From an optimization exercise on the open Yosys and OpenROAD flow, aimed at a short achievable clock period and few clock cycles; shortcuts taken in it are not production practice. Only simulation tests tie the RTL to the original design; equivalence was not proved. No activity file was given, so power comes from the tool's default toggle rates.

File: design/flow/flow/run.sh
#!/bin/bash
# The standard layout (standard.sh: the standard synthesis and ORFS
# steps), with a larger setup repair margin so that repair_timing keeps
# shortening paths below the 11 ns period. The SDC is the standard flow's, unchanged.
set -euo pipefail
sed -i '/^export SETUP_SLACK_MARGIN/d' config.mk
echo "export SETUP_SLACK_MARGIN = 7.5" >> config.mk
bash standard.sh > standard.log 2>&1
File: design/flow/standard.sh
#!/bin/bash
# synth_recipe.tcl (not shown) runs the flow's synth.tcl, then flattens the netlist and writes it again
# the make line also repeats each setting of config.mk as NAME=value (left out here)
make -C /OpenROAD-flow-scripts/flow DESIGN_CONFIG=/design/flow/config.mk WORK_HOME=/design/flow/orfs CLKGATE_MAP_FILE= SYNTH_SCRIPT=/design/flow/synth_recipe.tcl "${@:-finish}"
File: design/flow/config.mk
export PLATFORM = sky130hd
export DESIGN_NAME = rv32i_mc
export DESIGN_NICKNAME = rv32i_mc
export VERILOG_FILES = /design/flow/design.v
export SDC_FILE = /design/flow/constraint.sdc
export NUM_CORES = 4
export LEC_CHECK = 0
export ABC_CLOCK_PERIOD_IN_PS = 2500
export CAP_MARGIN = 20
export CORE_MARGIN = 2
export CORE_UTILIZATION = 40
export SLEW_MARGIN = 20
export SETUP_SLACK_MARGIN = 7.5
File: design/flow/constraint.sdc
create_clock -name core_clock -period 11.0 [get_ports {clk}]
set_input_delay 2.2000 -clock core_clock [delete_from_list [all_inputs] [get_ports {clk}]]
set_output_delay 2.2000 -clock core_clock [all_outputs]
set_load 0.01 [all_outputs]
File: design/flow/design.v
module rv32i_mc (
    input         clk,
    input         reset,        
    input  [31:0] mem_rdata,    
    output [31:0] mem_addr,     
    output [31:0] mem_wdata,    
    output        mem_we        
);
    localparam [6:0] OP_LUI = 7'b0110111, OP_AUIPC = 7'b0010111, OP_JAL = 7'b1101111,
                     OP_JALR = 7'b1100111, OP_BR = 7'b1100011, OP_LD = 7'b0000011,
                     OP_ST = 7'b0100011, OP_IMM = 7'b0010011, OP_OP = 7'b0110011;
    function [31:0] add32;
        input [31:0] a, b;
        input        cin;
        reg   [31:0] g, p, t;
        integer i, d;
        begin
            g = a & b;
            p = a ^ b;
            t = p;
            g[0] = g[0] | (p[0] & cin);
            for (d = 1; d < 32; d = d * 2)
                for (i = 31; i >= d; i = i - 1) begin
                    g[i] = g[i] | (p[i] & g[i-d]);
                    p[i] = p[i] & p[i-d];
                end
            add32 = t ^ {g[30:0], cin};
        end
    endfunction
    function [31:0] inc4;
        input [31:0] a;
        reg   [31:0] c;
        integer i, d;
        begin
            c = a;
            for (d = 1; d < 32; d = d * 2)
                for (i = 31; i >= d + 2; i = i - 1)
                    c[i] = c[i] & c[i-d];
            inc4 = {a[31:3] ^ c[30:2], ~a[2], a[1:0]};
        end
    endfunction
    function ltu32;
        input [31:0] a, b;
        reg   [31:0] l, e;
        integer i, d;
        begin
            l = ~a & b;
            e = ~(a ^ b);
            for (d = 1; d < 32; d = d * 2)
                for (i = 31; i >= d; i = i - 1) begin
                    l[i] = l[i] | (e[i] & l[i-d]);
                    e[i] = e[i] & e[i-d];
                end
            ltu32 = l[31];
        end
    endfunction
    function sum_eq;
        input [31:0] a, b, c;
        reg   [31:0] s, k;
        begin
            s = a ^ b ^ c;
            k = (a & b) | ((a | b) & ~c);
            sum_eq = (s[31:2] == k[30:1]) && (s[1] == (a[0] & b[0]));
        end
    endfunction
    reg [31:0] ma;           
    reg [31:0] wd;           
    reg        we;           
    reg [31:0] fpc;          
    reg        m_active;     
    reg        m_ld;         
    reg [4:0]  m_rd;
    reg        rst;          
    assign mem_addr  = ma;
    assign mem_wdata = wd;
    assign mem_we    = we;
    reg [31:0] rf [1:31];
    reg        bt_v   [0:31];
    reg [4:0]  bt_tag [0:31];
    reg [9:0]  bt_tgt [0:31];
    wire [4:0]  f_idx   = fpc[6:2];
    wire        f_low   = fpc[31:12] == 20'b0;
    wire        f_bhit  = f_low & bt_v[f_idx] & (bt_tag[f_idx] == fpc[11:7]);
    wire [31:0] f_btgt  = {20'b0, bt_tgt[f_idx], 2'b00};
    wire [31:0] f_pc4   = inc4(fpc);
    wire [31:0] f_next  = f_bhit ? f_btgt : f_pc4;
    wire [31:0] fi    = mem_rdata;
    wire [6:0]  f_op  = fi[6:0];
    wire [2:0]  f_f3  = fi[14:12];
    wire f_lui   = f_op == OP_LUI;
    wire f_auipc = f_op == OP_AUIPC;
    wire f_jal   = f_op == OP_JAL;
    wire f_jalr  = f_op == OP_JALR;
    wire f_br    = f_op == OP_BR;
    wire f_ld    = f_op == OP_LD;
    wire f_st    = f_op == OP_ST;
    wire f_opimm = f_op == OP_IMM;
    wire f_opr   = f_op == OP_OP;
    wire f_alu   = f_opimm | f_opr;
    wire f_rd0   = fi[11:7] == 5'd0;
    wire [31:0] f_imm_i = {{20{fi[31]}}, fi[31:20]};
    wire [31:0] f_imm_s = {{20{fi[31]}}, fi[31:25], fi[11:7]};
    wire [31:0] f_imm_b = {{20{fi[31]}}, fi[7], fi[30:25], fi[11:8], 1'b0};
    wire [31:0] f_imm_j = {{12{fi[31]}}, fi[19:12], fi[20], fi[30:21], 1'b0};
    wire [31:0] f_imm_u = {fi[31:12], 12'b0};
    reg        d_valid;
    reg [31:0] d_pc;
    reg        d_bp;         
    reg [31:0] d_btgt;       
    reg [4:0]  d_rd, d_rs1, d_rs2;
    reg [2:0]  d_f3;
    reg [31:0] d_immi;       
    reg [31:0] d_imma;       
    reg [31:0] d_off;        
    reg [31:0] d_immu;
    reg        d_lui, d_auipc, d_jal, d_jalr, d_br, d_ld, d_st, d_opimm;
    reg        d_spred;      
    reg        d_cti;        
    reg        d_wen, d_ldw, d_sub, d_sra;
    reg        d_sadd, d_sslt, d_ssltu, d_sxor, d_sor, d_sand, d_ssll, d_ssrl, d_slink;
    wire [31:0] d_target = add32(d_pc, d_off, 1'b0);
    wire [31:0] d_pc4    = inc4(d_pc);
    wire        d_stat   = d_spred & ~d_bp;
    wire        d_unbp   = d_bp & ~d_cti;
    wire [31:0] d_rtgt   = d_unbp ? d_pc4 : d_target;
    wire        d_pred   = d_bp ? d_cti : d_spred;
    reg        x_valid;
    reg [31:0] x_a, x_b, x_imm, x_link, x_pc, x_tgt, x_pc4, x_btgt;
    reg [4:0]  x_rd, x_rs1, x_rs2;
    reg        x_b_rs2;      
    reg        x_wen;        
    reg        x_ldw;        
    reg        x_ld, x_st, x_br, x_jal, x_jalr, x_pred, x_bp, x_tgt_ok;
    reg [2:0]  x_f3;
    reg        x_sub, x_sra;
    reg        s_add, s_slt, s_sltu, s_xor, s_or, s_and, s_sll, s_srl, s_link;
    reg        w_wen;
    reg [4:0]  w_rd;
    reg [31:0] w_res;
    wire x_exec = x_valid & ~m_active;
    wire [31:0] x_sum  = add32(x_a, x_sub ? ~x_b : x_b, x_sub);
    wire        x_eq   = x_a == x_b;
    wire        x_ltu  = ltu32(x_a, x_b);
    wire        x_lt   = (x_a[31] ^ x_b[31]) ? x_a[31] : x_ltu;
    wire [31:0] x_sll  = x_a << x_b[4:0];
    wire [31:0] x_srl  = $signed({x_sra & x_a[31], x_a}) >>> x_b[4:0];
    wire [31:0] x_res  = ({32{s_add}}  & x_sum)
                       | ({32{s_slt}}  & {31'b0, x_lt})
                       | ({32{s_sltu}} & {31'b0, x_ltu})
                       | ({32{s_xor}}  & (x_a ^ x_b))
                       | ({32{s_or}}   & (x_a | x_b))
                       | ({32{s_and}}  & (x_a & x_b))
                       | ({32{s_sll}}  & x_sll)
                       | ({32{s_srl}}  & x_srl)
                       | ({32{s_link}} & x_link);
    reg x_cond;
    always @(*) begin
        case (x_f3)
            3'b000:  x_cond = x_eq;
            3'b001:  x_cond = ~x_eq;
            3'b100:  x_cond = x_lt;
            3'b101:  x_cond = ~x_lt;
            3'b110:  x_cond = x_ltu;
            3'b111:  x_cond = ~x_ltu;
            default: x_cond = 1'b0;
        endcase
    end
    wire [31:0] x_addr    = add32(x_a, x_imm, 1'b0);
    wire [31:0] x_jtgt    = {x_addr[31:1], 1'b0};
    wire        x_jr_ok   = x_bp & sum_eq(x_a, x_imm, x_btgt);
    wire        x_taken   = x_jal | x_jalr | (x_br & x_cond);
    wire        x_mem     = x_exec & (x_ld | x_st);
    wire        x_bad     = x_jalr ? ~x_jr_ok
                          : x_jal  ? ~x_tgt_ok
                          : x_br & (x_pred ? (~x_cond | ~x_tgt_ok) : x_cond);
    wire        x_mispred = x_exec & x_bad;
    wire [31:0] x_target  = x_jalr ? x_jtgt : (x_taken ? x_tgt : x_pc4);
    wire        x_wb      = x_exec & x_wen;
    wire [31:0] x_ntgt    = x_jalr ? x_jtgt : x_tgt;
    wire        bt_set    = x_exec & x_taken & (x_pc[31:12] == 20'b0) & (x_ntgt[31:12] == 20'b0)
                          & (x_ntgt[1:0] == 2'b00);
    wire        bt_clr    = x_exec & x_br & ~x_cond & x_bp;
    wire d_redirect = d_valid & (d_stat | d_unbp) & ~m_active & ~x_mispred;
    wire [31:0] fetch_next = m_active   ? fpc
                           : x_mispred  ? x_target
                           : d_redirect ? d_rtgt
                           : f_next;
    wire [31:0] rf_a = (d_rs1 == 5'd0) ? 32'b0 : rf[d_rs1];
    wire [31:0] rf_b = (d_rs2 == 5'd0) ? 32'b0 : rf[d_rs2];
    wire [31:0] w_a  = (w_wen && w_rd == d_rs1) ? w_res : rf_a;
    wire [31:0] w_b  = (w_wen && w_rd == d_rs2) ? w_res : rf_b;
    wire [31:0] d_a  = (x_wb && x_rd == d_rs1) ? x_res : w_a;
    wire [31:0] d_b  = (x_wb && x_rd == d_rs2) ? x_res : w_b;
    always @(posedge clk) begin
        if (w_wen) rf[w_rd] <= w_res;
    end
    reg        bu_set, bu_clr;
    reg [4:0]  bu_idx, bu_tag;
    reg [9:0]  bu_tgt;
    integer bi;
    always @(posedge clk) begin
        bu_idx <= x_pc[6:2];
        bu_tag <= x_pc[11:7];
        bu_tgt <= x_ntgt[11:2];
        if (rst) begin
            bu_set <= 1'b0;
            bu_clr <= 1'b0;
            for (bi = 0; bi < 32; bi = bi + 1) bt_v[bi] <= 1'b0;
        end else begin
            bu_set <= bt_set;
            bu_clr <= bt_clr;
            if (bu_set) begin
                bt_v[bu_idx]   <= 1'b1;
                bt_tag[bu_idx] <= bu_tag;
                bt_tgt[bu_idx] <= bu_tgt;
            end else if (bu_clr) begin
                bt_v[bu_idx]   <= 1'b0;
            end
        end
    end
    always @(posedge clk) rst <= reset;
    always @(posedge clk) begin
        if (rst) begin
            ma       <= 32'b0;
            fpc      <= 32'b0;
            we       <= 1'b0;
            m_active <= 1'b0;
            m_ld     <= 1'b0;
            d_valid  <= 1'b0;
            x_valid  <= 1'b0;
            w_wen    <= 1'b0;
        end else begin
            fpc      <= fetch_next;
            ma       <= x_mem ? x_addr : fetch_next;
            we       <= x_mem & x_st;
            m_active <= x_mem;
            m_ld     <= x_mem & x_ldw;
            if (x_mem) begin
                wd       <= x_b;
                m_rd     <= x_rd;
            end
            if (m_active) begin
                w_wen <= m_ld;
                w_rd  <= m_rd;
                w_res <= mem_rdata;
            end else begin
                w_wen <= x_wb;
                w_rd  <= x_rd;
                w_res <= x_res;
            end
            if (!m_active) begin
                d_valid <= ~x_mispred & ~d_redirect;
                d_pc    <= fpc;
                d_bp    <= f_bhit;
                d_btgt  <= f_btgt;
                d_rd    <= fi[11:7];
                d_rs1   <= fi[19:15];
                d_rs2   <= fi[24:20];
                d_f3    <= f_f3;
                d_immi  <= f_imm_i;
                d_imma  <= f_st ? f_imm_s : f_imm_i;
                d_off   <= f_jal ? f_imm_j : (f_auipc ? f_imm_u : f_imm_b);
                d_immu  <= f_imm_u;
                d_lui   <= f_lui;
                d_auipc <= f_auipc;
                d_jal   <= f_jal;
                d_jalr  <= f_jalr;
                d_br    <= f_br;
                d_ld    <= f_ld;
                d_st    <= f_st;
                d_opimm <= f_opimm;
                d_spred <= f_jal | (f_br & fi[31]);
                d_cti   <= f_jal | f_jalr | f_br;
                d_wen   <= ~f_rd0 & (f_lui | f_auipc | f_jal | f_jalr | f_alu);
                d_ldw   <= ~f_rd0 & f_ld;
                d_sub   <= f_opr & (f_f3 == 3'b000) & fi[30];
                d_sra   <= fi[30];
                d_sadd  <= f_alu & (f_f3 == 3'b000);
                d_ssll  <= f_alu & (f_f3 == 3'b001);
                d_sslt  <= f_alu & (f_f3 == 3'b010);
                d_ssltu <= f_alu & (f_f3 == 3'b011);
                d_sxor  <= f_alu & (f_f3 == 3'b100);
                d_ssrl  <= f_alu & (f_f3 == 3'b101);
                d_sor   <= f_alu & (f_f3 == 3'b110);
                d_sand  <= f_alu & (f_f3 == 3'b111);
                d_slink <= f_lui | f_auipc | f_jal | f_jalr;
            end
            if (!m_active) begin
                x_valid  <= d_valid & ~x_mispred;
                x_a      <= d_a;
                x_b      <= d_opimm ? d_immi : d_b;
                x_b_rs2  <= ~d_opimm;
                x_imm    <= d_imma;
                x_link   <= d_lui ? d_immu : (d_auipc ? d_target : d_pc4);
                x_pc     <= d_pc;
                x_tgt    <= d_target;
                x_pc4    <= d_pc4;
                x_btgt   <= d_btgt;
                x_bp     <= d_bp;
                x_pred   <= d_pred;
                x_tgt_ok <= ~d_bp | (d_btgt == d_target);
                x_rd     <= d_rd;
                x_rs1    <= d_rs1;
                x_rs2    <= d_rs2;
                x_wen    <= d_wen;
                x_ldw    <= d_ldw;
                x_ld     <= d_ld;
                x_st     <= d_st;
                x_br     <= d_br;
                x_jal    <= d_jal;
                x_jalr   <= d_jalr;
                x_f3     <= d_f3;
                x_sub    <= d_sub;
                x_sra    <= d_sra;
                s_add    <= d_sadd;
                s_sll    <= d_ssll;
                s_slt    <= d_sslt;
                s_sltu   <= d_ssltu;
                s_xor    <= d_sxor;
                s_srl    <= d_ssrl;
                s_or     <= d_sor;
                s_and    <= d_sand;
                s_link   <= d_slink;
            end else if (m_ld) begin
                if (m_rd == x_rs1) x_a <= mem_rdata;
                if (x_b_rs2 && m_rd == x_rs2) x_b <= mem_rdata;
            end
        end
    end
endmodule
==> flow_metrics.py <==
metrics = {
    "worst_setup_path": {
        "worst-setup-path-type": "register to register",
        "critPathMostFrequentCell": "buf_6",
        "cp.arrival_ps": 4740,
        "critical_path.max_fanout": 7,
        "startpoint_type": "register",
        "cp.buffers_inverters": 5,
        "slowest_stage": "edfxtp_1",
        "crit_chain": "buf_6 -> buf_16 -> buf_12 -> xor2_2 -> ha_4 -> nand4_1 -> or2_4 -> a211o_4 -> a21oi_4 -> o41ai_4 -> buf_4 -> nor3b_2 -> o21ai_2 -> buf_6 -> nand2_4 -> o211ai_1 -> a21oi_2",
        "crit_path_end_kind": "register",
        "required_ps": 11630,
        "critPathTopFamily": "compound AO/OA/AOI/OAI gates",
        "rrSetupSlack_ps": 6890,
        "startpoint": "x_sub",
        "worstSetupEndpoint": "x_b[27]",
        "worst_r2r_path_depth": 17,
        "max_stage_delay_ps": 460,
        "reg2reg_from": "x_sub",
        "r2r_end": "x_b[27]",
        "worstSetupPathDepth": 17,
    },
    "placed_design": {
        "io_buffers": 98,
        "placed_cells": 9986,
        "dp_hpwl_um": 224000,
        "place_ws_ps": 5690,
        "gp_congestion": 0.972,
    },
    "synthesis": {
        "synth_adder_area_share": 0.0295,
        "synth_cell_types": 96,
        "avgSynthCellArea_um2": 15.1,
        "synth_seq_cells": 2056,
        "muxShareOfSynthArea": 0.190,
        "ys_seq_area_frac": 0.594,
        "synth_flop_cell": "edfxtp_1",
        "ys_warn_count": 1,
        "synth_edf_count": 1953,
        "yosys.area_share.simple": 0.0597,
        "syn_nets": 7026,
        "synth_top_family_by_area": "multiplexers",
        "syn_inst": 6759,
        "synthesis.area_um2": 102000,
        "synthArstFlopShare": 0,
        "synth_xor_area_frac": 0.0196,
        "synth_compound_area_frac": 0.0828,
    },
    "routing": {
        "dr.pass1.iters": 6,
        "drc": 0,
        "vias": 68837,
        "routedWlPerCell_um": 34.1,
        "wirelength_um": 368000,
        "viasPerCell": 6.38,
        "ant_nets": 0,
        "first_iter_violations": 9144,
    },
    "sta": {
        "rsz0062_at_grt": "yes",
        "hold_viol": 0,
        "relSlewSlack": 0.200,
        "fin_tns_setup_ps": 0,
        "fin_worst_skew_ps": 50.4,
        "setup-violations-final": 0,
        "slew_violations": 0,
        "setup_slack_ps": 6890,
        "fmax_ghz": 0.243,
        "worst_pin_slew_ps": 1200,
        "hold_ws_ps": 343,
        "fin_crit_sh": 0.374,
        "min_period_ps": 4110,
    },
    "grt": {
        "grt_use_met1": 0.374,
        "grt-busiest-layer": "met2",
        "grt_pass1_wl_um": 508000,
        "antenna_found_initial": 24,
        "grt_util_all_layers": 0.276,
        "grt-ovfl-total": 0,
        "grt_max_degree": 118,
        "grt_pass1_vias": 66536,
        "grtUsageMet3": 0.0485,
        "grtUsageMet2": 0.435,
    },
    "layout": {
        "synthToLayoutAreaGrowth_pct": 20.6,
        "nNetsFinal": 7508,
        "final_common_cell": "edfxtp_1",
        "multi_input_area_um2": 43400,
        "drive_gt1_frac": 0.332,
        "final_cell_mix": "edfxtp_1, mux4_2, nor2_1",
        "ff_latch_area_um2": 60800,
        "final_cell_count_no_fill": 10794,
        "fill_cells": 21403,
    },
    "pwr": {
        "p_sw_mw": 7.23,
        "vdd_drop_max_mv": 0.176,
        "p_int_mw": 15.7,
        "pwr-share-comb": 0.267,
        "p_clk_frac": 0.307,
        "p_sw_frac": 0.315,
        "power_density_nw_per_um2": 186,
        "power_leakage_nw": 41.1,
        "power_mw": 22.9,
        "seqPwrFrac": 0.426,
    },
    "run_status": {
        "status": "complete, no violations",
    },
    "clock_network": {
        "clk_latency_ps": 900,
        "clk_path_buf_depth": 3,
        "cts_tree": "done",
        "cts_hold_buf": 0,
        "root_buffer": "clkbuf_16",
        "cts_max_level": 4,
        "cts.sinks": 2056,
        "clk_pin_slew_ps": 70,
        "cts_buffers": 207,
    },
    "die": {
        "initial_core_util": 0.402,
        "io_pins": 99,
        "core_um2": 254000,
        "die_w_um": 509,
        "dieArea_um2": 260000,
        "fp.dieH_um": 509,
        "core.rowCount": 185,
    },
    "min_path": {
        "hold_class": "register to register",
    },
    "run": {
        "drv_cap": 0,
    },
}
routing by layer:
layer  part of all wire  vias up  wire length (µm)
li1                   -    28032                 -
met1               0.39    36017            142000
met2               0.47     3968            171000
met3              0.094      818             34400
met4              0.054        2             19800
met5           0.000035        -                13
worst register-to-register path, cell delays in order, from the launching register on:
cell	delay, ps
edfxtp_1	460
buf_6	180
buf_16	150
buf_12	140
xor2_2	180
ha_4	310
nand4_1	210
or2_4	350
a211o_4	330
a21oi_4	220
o41ai_4	120
buf_4	150
nor3b_2	200
o21ai_2	100
buf_6	180
nand2_4	80
o211ai_1	100
a21oi_2	400
cells by family (layout without fill, tap and decap cells):
logic type | after synthesis | in the layout
and+or+nand+nor | 1326 | 1333
buffers and inverters | 619 | 1265
xor gates and xnor gates | 228 | 228
adders and majority gates | 233 | 233
other | 0 | 15
DFF | 2056 | 2056
AOI/OAI and AO/OA | 1277 | 1277
muxes | 1020 | 1021
cell usage after synthesis, types with 17 or more instances:
cell type	number	share of area
and2_1	21	0.0013
nor4_1	42	0.0026
mux2i_1	215	0.021
nor2_1	518	0.019
mux2_2	75	0.0083
ha_1	220	0.027
a21o_1	71	0.0052
a22oi_1	43	0.0032
buf_1	72	0.0026
or3_1	22	0.0013
mux4_2	729	0.16
nand2b_1	35	0.0021
and3_1	43	0.0026
clkbuf_1	296	0.011
a211oi_1	158	0.012
nor3_1	72	0.0035
inv_1	174	0.0064
o22ai_1	32	0.0020
a211o_1	17	0.0015
edfxtp_1	1953	0.57
a221o_1	28	0.0027
buf_2	62	0.0030
a221oi_1	38	0.0033
a21oi_1	299	0.015
o21a_1	42	0.0031
o211ai_1	56	0.0041
xor2_1	111	0.0095
nor2b_1	36	0.0022
o31ai_1	31	0.0023
nand2_1	344	0.013
dfxtp_1	103	0.020
and4_1	18	0.0015
o21ai_0	272	0.013
a31oi_1	35	0.0021
nand4_1	35	0.0021
nand3_1	77	0.0038
xnor2_1	116	0.0099
state kept, by name (all words and copies together) (netlist names), 30 cells and up, named ones only:
name	cells
bt_tag	160
bt_tgt	320
bt_v	32
d_off	31
d_pc	32
fpc	32
ma	32
rf	992
w_res	32
wd	32
x_a	32
x_b	32
x_link	32
x_pc	30
x_pc4	32
x_tgt	31
through the flow:
step                      area (µm²)   util
final                         123000  0.485
after detailed placement      108000  0.424
after floorplan               102000      -
after global routing          123000  0.485
after global placement        108000  0.424
after CTS                     120000  0.473
power by group through the flow:
| stage | sequential, mW | combinational [mW] | clock (mW) |
|---|---|---|---|
| floorplan | 9.68 | 3.01 | 0 |
| global placement | 10.0 | 4.51 | 0 |
| detailed placement | 10.1 | 4.51 | 0 |
| CTS | 9.84 | 5.45 | 7.12 |
| global route | 9.79 | 6.39 | 7.41 |
| finish | 9.77 | 6.14 | 7.05 |
cell type report:
| cell class | count | share of cell area |
|---|---|---|
| timing repair inverter | 2 | 0.000102 |
| clock inverter | 110 | 0.00851 |
| inverter | 175 | 0.00590 |
| tap | 3366 | 0.0342 |
| clock buffer | 271 | 0.0455 |
| multi-input combinational | 4092 | 0.352 |
| timing repair buffer | 707 | 0.0596 |
| antenna | 15 | 0.000305 |
| sequential | 2056 | 0.494 |
worst min-delay path by stage:
stage          startpoint  cells after the start   endpoint
3_5_place_dp      x_pc[8]                      0  bu_tag[1]
6_report          x_pc[5]                      0  bu_idx[3]
4_1_cts           x_pc[5]                      0  bu_idx[3]
2_1_floorplan     x_pc[2]                      0  bu_idx[0]
3_3_place_gp      x_pc[3]                      0  bu_idx[1]
5_1_grt           x_pc[5]                      0  bu_idx[3]
repair_timing:
| action | CTS | global route |
|---|---|---|
| endpoints found under the setup margin | 423 | 278 |
| setup buffers | 251 | 112 |
| resized for setup | 1066 | 343 |
| gates cloned | 21 | 8 |
| pin swaps | 234 | 219 |
Testbench counts, summed over its fixed seeds: cycles 47,989.

## port drivers added, routing unchanged
Ports are ideal in the flow. The routed layout listed here was re-timed in OpenROAD.
Step 1 assumes that a clkbuf_16 drives the clock port and a buf_2 every other input.
Step 2 times the ports against the registers' clock, not the clock port: input delays grow and output delays shrink by t, the midpoint of the rising clock arrivals with the driver on.
Slacks: ideal ports / drivers / drivers and shift; pairs: ideal ports / drivers.
t, ns: 0.967
setup WS [ns]: 6.888 / 6.888 / 6.471
worst hold slack (ns): 0.343 / 0.343 / 0.343
slew at the worst register clock pin (ns): 0.07 / 0.07
worst data-port slew with drivers (ns): 0.19
After both steps this run still meets setup and hold. The setup slack of this run moves by 0.000 ns with the drivers and by -0.417 ns with both steps.
